From an optimization exercise on the open Yosys and OpenROAD flow, aimed at small area, a short achievable clock period and few clock cycles per item; shortcuts taken in it are not production practice.
RTL that was checked went through simulation tests only; none was proved equivalent to the original.

yarrow:
==> flow/design.v <==
`timescale 1ns / 1ns
module mat_ops_controller #(
	parameter DATA_LEN = 8,
	parameter N = 8,
	parameter ADDRESS_SIZE = 4
)
(
	input                         i_clk,
	input                         i_rstn,
	input   [DATA_LEN*N-1:0]      i_read_data_A,
	output  [ADDRESS_SIZE-1:0]    o_address_A,
	output                        o_wr_en_A,
	output  [DATA_LEN*N-1:0]      o_write_data_A,
	input   [DATA_LEN*N-1:0]      i_read_data_B,
	output  [ADDRESS_SIZE-1:0]    o_address_B,
	output                        o_wr_en_B,
	output  [DATA_LEN*N-1:0]      o_write_data_B,
	output                        o_done
);
	localparam [3:0] ST_T1 = 4'd9, ST_T3 = 4'd11, ST_P = 4'd12, ST_IDLE = 4'd15;
	reg  [3:0] st;
	reg  [2:0] r;
	reg        pa0;       
	reg  [3:0] addr_a;
	reg  [3:0] addr_b;
	reg        wr_b;
	reg        done;
	reg        v0;
	reg        f0;
	wire start = (i_read_data_A[7:0] == 8'd1);
	wire idle  = (st == ST_IDLE);
	wire go    = idle && pa0 && start;
	wire r0    = (r == 3'd0);
	wire r7    = (r == 3'd7);
	wire last  = (st == 4'd8);
	reg  [3:0] st_n;
	always @(*) begin
		if (st == ST_IDLE)
			st_n = go ? (addr_a[3] ? 4'd0 : ST_P) : ST_IDLE;
		else if (st == ST_P)
			st_n = 4'd0;
		else if (last)
			st_n = r7 ? ST_T1 : 4'd0;
		else if (st == 4'd1 && r0)
			st_n = 4'd3;
		else if (st == ST_T3 || st > ST_P)
			st_n = ST_IDLE;
		else
			st_n = st + 4'd1;
	end
	wire [8:0] S_n;
	genvar si;
	generate
		for (si = 0; si < 9; si = si + 1) begin : SLOT
			assign S_n[si] = (st_n == si);
		end
	endgenerate
	wire       done_n = (st_n == ST_T3);
	wire [2:0] r_n    = last ? r + 3'd1 : r;
	wire [2:0] wrow_n = r_n - 3'd1;     
	wire       wb_n   = S_n[2] || done_n;
	wire [2:0] k_n    = {S_n[5] | S_n[6] | S_n[7] | S_n[8],
	                     S_n[3] | S_n[4] | S_n[7] | S_n[8],
	                     S_n[1] | S_n[4] | S_n[6] | S_n[8]};
	wire       ra_n   = go || (|S_n[7:0]) || (S_n[8] && !r7) || (st == ST_T3);
	wire [2:0] rowa_n = S_n[8] ? r_n + 3'd1 : r_n;
	always @(posedge i_clk, negedge i_rstn) begin
		if (!i_rstn) begin
			st     <= ST_IDLE;
			pa0    <= 1'b1;
			r      <= 3'd0;
			addr_a <= 4'd0;
			addr_b <= 4'd0;
			wr_b   <= 1'b0;
			done   <= 1'b0;
		end else begin
			st     <= st_n;
			pa0    <= !addr_a[3];
			r      <= r_n;
			addr_a <= ra_n ? {1'b1, rowa_n} : 4'd0;
			addr_b <= wb_n ? {1'b1, wrow_n} : {1'b0, k_n};
			wr_b   <= wb_n;
			done   <= done_n;
		end
	end
	reg  [2:0] k0;
	reg        h0;
	always @(posedge i_clk) begin
		k0 <= k_n;
		v0 <= (|S_n) && !S_n[2];
		f0 <= S_n[0];
		h0 <= (|S_n) && !wb_n && (k_n == 3'd0);
	end
	reg                  f1;
	reg  [11:0]          a2, a2n;
	reg                  f2, keep2;
	reg                  h1, h2, hkeep2;
	wire [7:0]           a1 = i_read_data_A[8*k0 +: 8];
	wire [11:0]          a1_enc;
	genvar m;
	generate
		for (m = 0; m < 4; m = m + 1) begin : BOOTH
			wire hi = a1[2*m+1];
			wire md = a1[2*m];
			wire lo = (m == 0) ? 1'b0 : a1[2*m-1];
			assign a1_enc[3*m]   = hi;
			assign a1_enc[3*m+1] = md ^ lo;
			assign a1_enc[3*m+2] = (hi & ~md & ~lo) | (~hi & md & lo);
		end
	endgenerate
	wire [63:0]          acc;
	always @(posedge i_clk) begin
		f1    <= f0;
		f2    <= f1;
		keep2 <= !f1;
		h1    <= h0;
		h2    <= h1;
		hkeep2 <= !h1;
		a2    <= v0 ? a1_enc : 12'd0;
		a2n   <= v0 ? ~a1_enc : 12'hfff;
	end
	genvar j;
	generate
		for (j = 0; j < N; j = j + 1) begin : LANE
			mac_lane #(.KEEP_LOW((j / 2) % 2), .A_LOW(j < N/2 ? 0 : 1)) u_lane (
				.i_clk (i_clk),
				.a     (j < N/2 ? a2 : a2n),
				.b     (i_read_data_B[8*j +: 8]),
				.first (j < 2 ? f2 : j < 4 ? keep2 : j < 6 ? h2 : hkeep2),
				.acc   (acc[8*j +: 8])
			);
		end
	endgenerate
	assign o_address_A    = addr_a;
	assign o_wr_en_A      = done;
	assign o_write_data_A = {(DATA_LEN*N){1'b0}};
	assign o_address_B    = addr_b;
	assign o_wr_en_B      = wr_b;
	assign o_write_data_B = acc;
	assign o_done         = done;
endmodule
module mac_lane #(
	parameter KEEP_LOW = 0,   
	parameter A_LOW    = 0    
) (
	input            i_clk,
	input      [11:0] a,
	input      [7:0] b,
	input            first,
	output reg [7:0] acc
);
	wire [11:0] d;
	reg  [11:0] q;
	wire [11:0] ad = A_LOW ? ~a : a;
	wire neg0 = ad[0];
	wire one0 = ad[1];
	wire two0 = ad[2];
	wire neg1 = ad[3];
	wire one1 = ad[4];
	wire two1 = ad[5];
	wire neg2 = ad[6];
	wire one2 = ad[7];
	wire two2 = ad[8];
	wire neg3 = ad[9];
	wire one3 = ad[10];
	wire two3 = ad[11];
	wire t1;
	wire t2;
	wire t3;
	wire t4;
	wire t5;
	wire t6;
	wire t7;
	wire t8;
	wire t9;
	wire t10;
	wire t11;
	wire t12;
	wire t13;
	wire t14;
	wire t15;
	wire t16;
	wire t17;
	wire t18;
	wire t19;
	wire t20;
	wire t21;
	wire t22;
	wire t23;
	assign t1 = (neg0 & ~(one0 & b[0])) ^ (((one0 & b[1]) | (two0 & b[0])) ^ neg0);
	assign t2 = (neg0 & ~(one0 & b[0])) & (((one0 & b[1]) | (two0 & b[0])) ^ neg0);
	assign t3 = (one1 & b[0]) ^ (((one0 & b[2]) | (two0 & b[1])) ^ neg0) ^ t2;
	assign t4 = ((one1 & b[0]) & (((one0 & b[2]) | (two0 & b[1])) ^ neg0)) | ((one1 & b[0]) & t2) | ((((one0 & b[2]) | (two0 & b[1])) ^ neg0) & t2);
	assign t5 = (neg1 & ~(one1 & b[0])) ^ (((one0 & b[3]) | (two0 & b[2])) ^ neg0) ^ (((one1 & b[1]) | (two1 & b[0])) ^ neg1);
	assign t6 = ((neg1 & ~(one1 & b[0])) & (((one0 & b[3]) | (two0 & b[2])) ^ neg0)) | ((neg1 & ~(one1 & b[0])) & (((one1 & b[1]) | (two1 & b[0])) ^ neg1)) | ((((one0 & b[3]) | (two0 & b[2])) ^ neg0) & (((one1 & b[1]) | (two1 & b[0])) ^ neg1));
	assign t7 = t5 ^ t4;
	assign t8 = t5 & t4;
	assign t9 = (one2 & b[0]) ^ (((one0 & b[4]) | (two0 & b[3])) ^ neg0) ^ (((one1 & b[2]) | (two1 & b[1])) ^ neg1);
	assign t10 = ((one2 & b[0]) & (((one0 & b[4]) | (two0 & b[3])) ^ neg0)) | ((one2 & b[0]) & (((one1 & b[2]) | (two1 & b[1])) ^ neg1)) | ((((one0 & b[4]) | (two0 & b[3])) ^ neg0) & (((one1 & b[2]) | (two1 & b[1])) ^ neg1));
	assign t11 = t6 ^ t9;
	assign t12 = t6 & t9;
	assign t13 = (neg2 & ~(one2 & b[0])) ^ (((one0 & b[5]) | (two0 & b[4])) ^ neg0) ^ (((one1 & b[3]) | (two1 & b[2])) ^ neg1);
	assign t14 = ((neg2 & ~(one2 & b[0])) & (((one0 & b[5]) | (two0 & b[4])) ^ neg0)) | ((neg2 & ~(one2 & b[0])) & (((one1 & b[3]) | (two1 & b[2])) ^ neg1)) | ((((one0 & b[5]) | (two0 & b[4])) ^ neg0) & (((one1 & b[3]) | (two1 & b[2])) ^ neg1));
	assign t15 = (((one2 & b[1]) | (two2 & b[0])) ^ neg2) ^ t10 ^ t13;
	assign t16 = ((((one2 & b[1]) | (two2 & b[0])) ^ neg2) & t10) | ((((one2 & b[1]) | (two2 & b[0])) ^ neg2) & t13) | (t10 & t13);
	assign t17 = (one3 & b[0]) ^ (((one0 & b[6]) | (two0 & b[5])) ^ neg0) ^ (((one1 & b[4]) | (two1 & b[3])) ^ neg1);
	assign t18 = ((one3 & b[0]) & (((one0 & b[6]) | (two0 & b[5])) ^ neg0)) | ((one3 & b[0]) & (((one1 & b[4]) | (two1 & b[3])) ^ neg1)) | ((((one0 & b[6]) | (two0 & b[5])) ^ neg0) & (((one1 & b[4]) | (two1 & b[3])) ^ neg1));
	assign t19 = (((one2 & b[2]) | (two2 & b[1])) ^ neg2) ^ t14 ^ t17;
	assign t20 = ((((one2 & b[2]) | (two2 & b[1])) ^ neg2) & t14) | ((((one2 & b[2]) | (two2 & b[1])) ^ neg2) & t17) | (t14 & t17);
	assign t21 = (neg3 & ~(one3 & b[0])) ^ (((one0 & b[7]) | (two0 & b[6])) ^ neg0) ^ (((one1 & b[5]) | (two1 & b[4])) ^ neg1);
	assign t22 = (((one2 & b[3]) | (two2 & b[2])) ^ neg2) ^ (((one3 & b[1]) | (two3 & b[0])) ^ neg3) ^ t18;
	assign t23 = t21 ^ t22;
	assign d[0] = (one0 & b[0]);
	assign d[1] = t1;
	assign d[2] = t3;
	assign d[3] = t7;
	assign d[4] = t8;
	assign d[5] = t11;
	assign d[6] = t12;
	assign d[7] = t15;
	assign d[8] = t16;
	assign d[9] = t19;
	assign d[10] = t20;
	assign d[11] = t23;
	always @(posedge i_clk)
		q <= d;
	wire first_q = first;
	wire [7:0] g = (KEEP_LOW ? !first_q : first_q) ? 8'd0 : acc;
	always @(posedge i_clk)
		acc <= g + {q[10] , q[8] , q[6] , q[4] , q[3] , q[2] , q[1] , q[0]} + {q[11] , q[9] , q[7] , q[5] , 1'b0 , 1'b0 , 1'b0 , 1'b0};
endmodule
==> flow/config.mk <==
export PLATFORM = sky130hd
export DESIGN_NAME = mat_ops_controller
export DESIGN_NICKNAME = mat_ops_controller
export VERILOG_FILES = /design/flow/design.v
export SDC_FILE = /design/flow/constraint.sdc
export NUM_CORES = 4
export LEC_CHECK = 0
export CAP_MARGIN = 20
export CORE_MARGIN = 2
export CORE_UTILIZATION = 40
export CTS_BUF_LIST = sky130_fd_sc_hd__clkbuf_4 sky130_fd_sc_hd__clkbuf_8 sky130_fd_sc_hd__clkbuf_16
export CTS_CLUSTER_DIAMETER = 80
export CTS_CLUSTER_SIZE = 40
export PLACE_DENSITY = 0.6
export SETUP_SLACK_MARGIN = 2.65
export SLEW_MARGIN = 20
==> flow/constraint.sdc <==
create_clock -name core_clock -period 5.0 [get_ports {i_clk}]
set_input_delay 1.0000 -clock core_clock [delete_from_list [all_inputs] [get_ports {i_clk}]]
set_output_delay 1.0000 -clock core_clock [all_outputs]
set_load 0.01 [all_outputs]
standard.sh (not shown) runs the stock make flow with config.mk's settings and CLKGATE_MAP_FILE= SYNTH_SCRIPT=/design/flow/synth_recipe.tcl, a recipe that flattens the netlist after the stock synthesis.
==> flow/flow/run.sh <==
#!/bin/bash
# The standard layout (the standard.sh, standard synthesis unchanged) with
# the port buffers made from the smallest buffer cell instead of the
# clock-delay buffer that buffer_ports picks by default.
set -euo pipefail
bash standard.sh BUFFER_PORTS_ARGS="-buffer_cell sky130_fd_sc_hd__buf_1" finish > make_finish.log 2>&1
yarrow: no failed stages, no open violations at the end
For umber, these inputs were changed with respect to yarrow:
diff --git a/flow/design.v b/flow/design.v
--- a/flow/design.v
+++ b/flow/design.v
@@ -18,6 +18,8 @@
 	output                        o_done
 );
-	localparam [3:0] ST_T1 = 4'd9, ST_T3 = 4'd11, ST_P = 4'd12, ST_IDLE = 4'd15;
-	reg  [3:0] st;
+	reg        idle;
+	reg        P;
+	reg  [8:0] S;
+	reg  [2:0] T;
 	reg  [2:0] r;
 	reg        pa0;       
@@ -29,44 +31,30 @@
 	reg        f0;
 	wire start = (i_read_data_A[7:0] == 8'd1);
-	wire idle  = (st == ST_IDLE);
 	wire go    = idle && pa0 && start;
 	wire r0    = (r == 3'd0);
 	wire r7    = (r == 3'd7);
-	wire last  = (st == 4'd8);
-	reg  [3:0] st_n;
-	always @(*) begin
-		if (st == ST_IDLE)
-			st_n = go ? (addr_a[3] ? 4'd0 : ST_P) : ST_IDLE;
-		else if (st == ST_P)
-			st_n = 4'd0;
-		else if (last)
-			st_n = r7 ? ST_T1 : 4'd0;
-		else if (st == 4'd1 && r0)
-			st_n = 4'd3;
-		else if (st == ST_T3 || st > ST_P)
-			st_n = ST_IDLE;
-		else
-			st_n = st + 4'd1;
-	end
 	wire [8:0] S_n;
-	genvar si;
-	generate
-		for (si = 0; si < 9; si = si + 1) begin : SLOT
-			assign S_n[si] = (st_n == si);
-		end
-	endgenerate
-	wire       done_n = (st_n == ST_T3);
-	wire [2:0] r_n    = last ? r + 3'd1 : r;
+	assign S_n[0] = P || (go && addr_a[3]) || (S[8] && !r7);
+	assign S_n[1] = S[0];
+	assign S_n[2] = S[1] && !r0;
+	assign S_n[3] = (S[1] && r0) || S[2];
+	assign S_n[8:4] = S[7:3];
+	wire [2:0] T_n = {T[1:0], S[8] && r7};
+	wire       idle_n = (idle && !go) || T[2];
+	wire [2:0] r_n    = S[8] ? r + 3'd1 : r;
 	wire [2:0] wrow_n = r_n - 3'd1;     
-	wire       wb_n   = S_n[2] || done_n;
+	wire       wb_n   = S_n[2] || T_n[2];
 	wire [2:0] k_n    = {S_n[5] | S_n[6] | S_n[7] | S_n[8],
 	                     S_n[3] | S_n[4] | S_n[7] | S_n[8],
 	                     S_n[1] | S_n[4] | S_n[6] | S_n[8]};
-	wire       ra_n   = go || (|S_n[7:0]) || (S_n[8] && !r7) || (st == ST_T3);
+	wire       ra_n   = go || (|S_n[7:0]) || (S_n[8] && !r7) || T[2];
 	wire [2:0] rowa_n = S_n[8] ? r_n + 3'd1 : r_n;
 	always @(posedge i_clk, negedge i_rstn) begin
 		if (!i_rstn) begin
-			st     <= ST_IDLE;
+			idle   <= 1'b1;
+			P      <= 1'b0;
 			pa0    <= 1'b1;
+			S      <= 9'd0;
+			T      <= 3'd0;
 			r      <= 3'd0;
 			addr_a <= 4'd0;
@@ -75,11 +63,14 @@
 			done   <= 1'b0;
 		end else begin
-			st     <= st_n;
+			idle   <= idle_n;
+			P      <= go && !addr_a[3];
 			pa0    <= !addr_a[3];
+			S      <= S_n;
+			T      <= T_n;
 			r      <= r_n;
 			addr_a <= ra_n ? {1'b1, rowa_n} : 4'd0;
 			addr_b <= wb_n ? {1'b1, wrow_n} : {1'b0, k_n};
 			wr_b   <= wb_n;
-			done   <= done_n;
+			done   <= T_n[2];
 		end
 	end
==> comparison <==
umber closes out successfully: all stages finished, all timing, DRC and antenna checks passed.
Post-synthesis instance total came out higher on umber than on yarrow.
umber vs. yarrow: global-route usage went up by 0.61 points.
addr_b[1]$_DFF_PN0_ as the last element of the critical path was reported by yarrow, and LANE[2].u_lane.q[7]$_DFF_P_ by umber.
Run comparison: yarrow type of the worst setup path flip-flop to flip-flop; umber type of the worst setup path input port to flip-flop
In umber, the required time of the worst setup path came out 0.07 ns below the value in yarrow.
[diff] die footprint, umber relative to yarrow: regression
[compare] base=yarrow new=umber: design area fell 0.57%; met3 wirelength from detailed routing fell by 61 um; count of cell types in the netlist lower; setup slack rose by 0.038 ns.
Sort umber and yarrow by register-to-register setup slack asc -> top: yarrow
Comparing umber and yarrow, the higher wire length is on umber.
Looking at utilization of the core after routing, umber sits 0.38 points lower than yarrow does.
Comparing umber and yarrow, fraction of synthesized area in multiplexers is lower on yarrow.
Testbench counts of umber, summed over its fixed seeds: cycles 28,808, jobs 384.
No functional check of the RTL was part of yarrow.

-- port drivers added, routing unchanged --
The flow's constraints put no driver on any port. The routed layouts listed below were extracted and timed again, unchanged, in two steps.
Step 1 sets driving cells, clkbuf_16 on the clock port and buf_2 on the other inputs (assumed; they add their load-dependent delay and slew).
Step 2 adds t to the input delays and takes it off the output delays; t is the mean of the earliest and latest rising clock arrival at the registers after step 1. Input paths then give back, and output paths get back, about the clock's delay inside the block.
a / b / c = ideal / step 1 / step 2; a / b = the first two.
run | t (ns) | setup slack, ns | hold WS [ns] | clock arrival spread, ns | slew at the worst register clock pin (ns)
yarrow | 0.538 | 2.720 / 2.720 / 2.250 | 0.345 / 0.345 / 0.345 | 0.036 / 0.037 | 0.11 / 0.11
umber | 0.528 | 2.758 / 2.764 / 2.236 | 0.353 / 0.353 / 0.353 | 0.027 / 0.027 | 0.11 / 0.11
After both steps every run listed still meets setup and hold. The setup slack of umber, which loses most, moves by +0.006 ns with the drivers and by -0.522 ns with both steps.
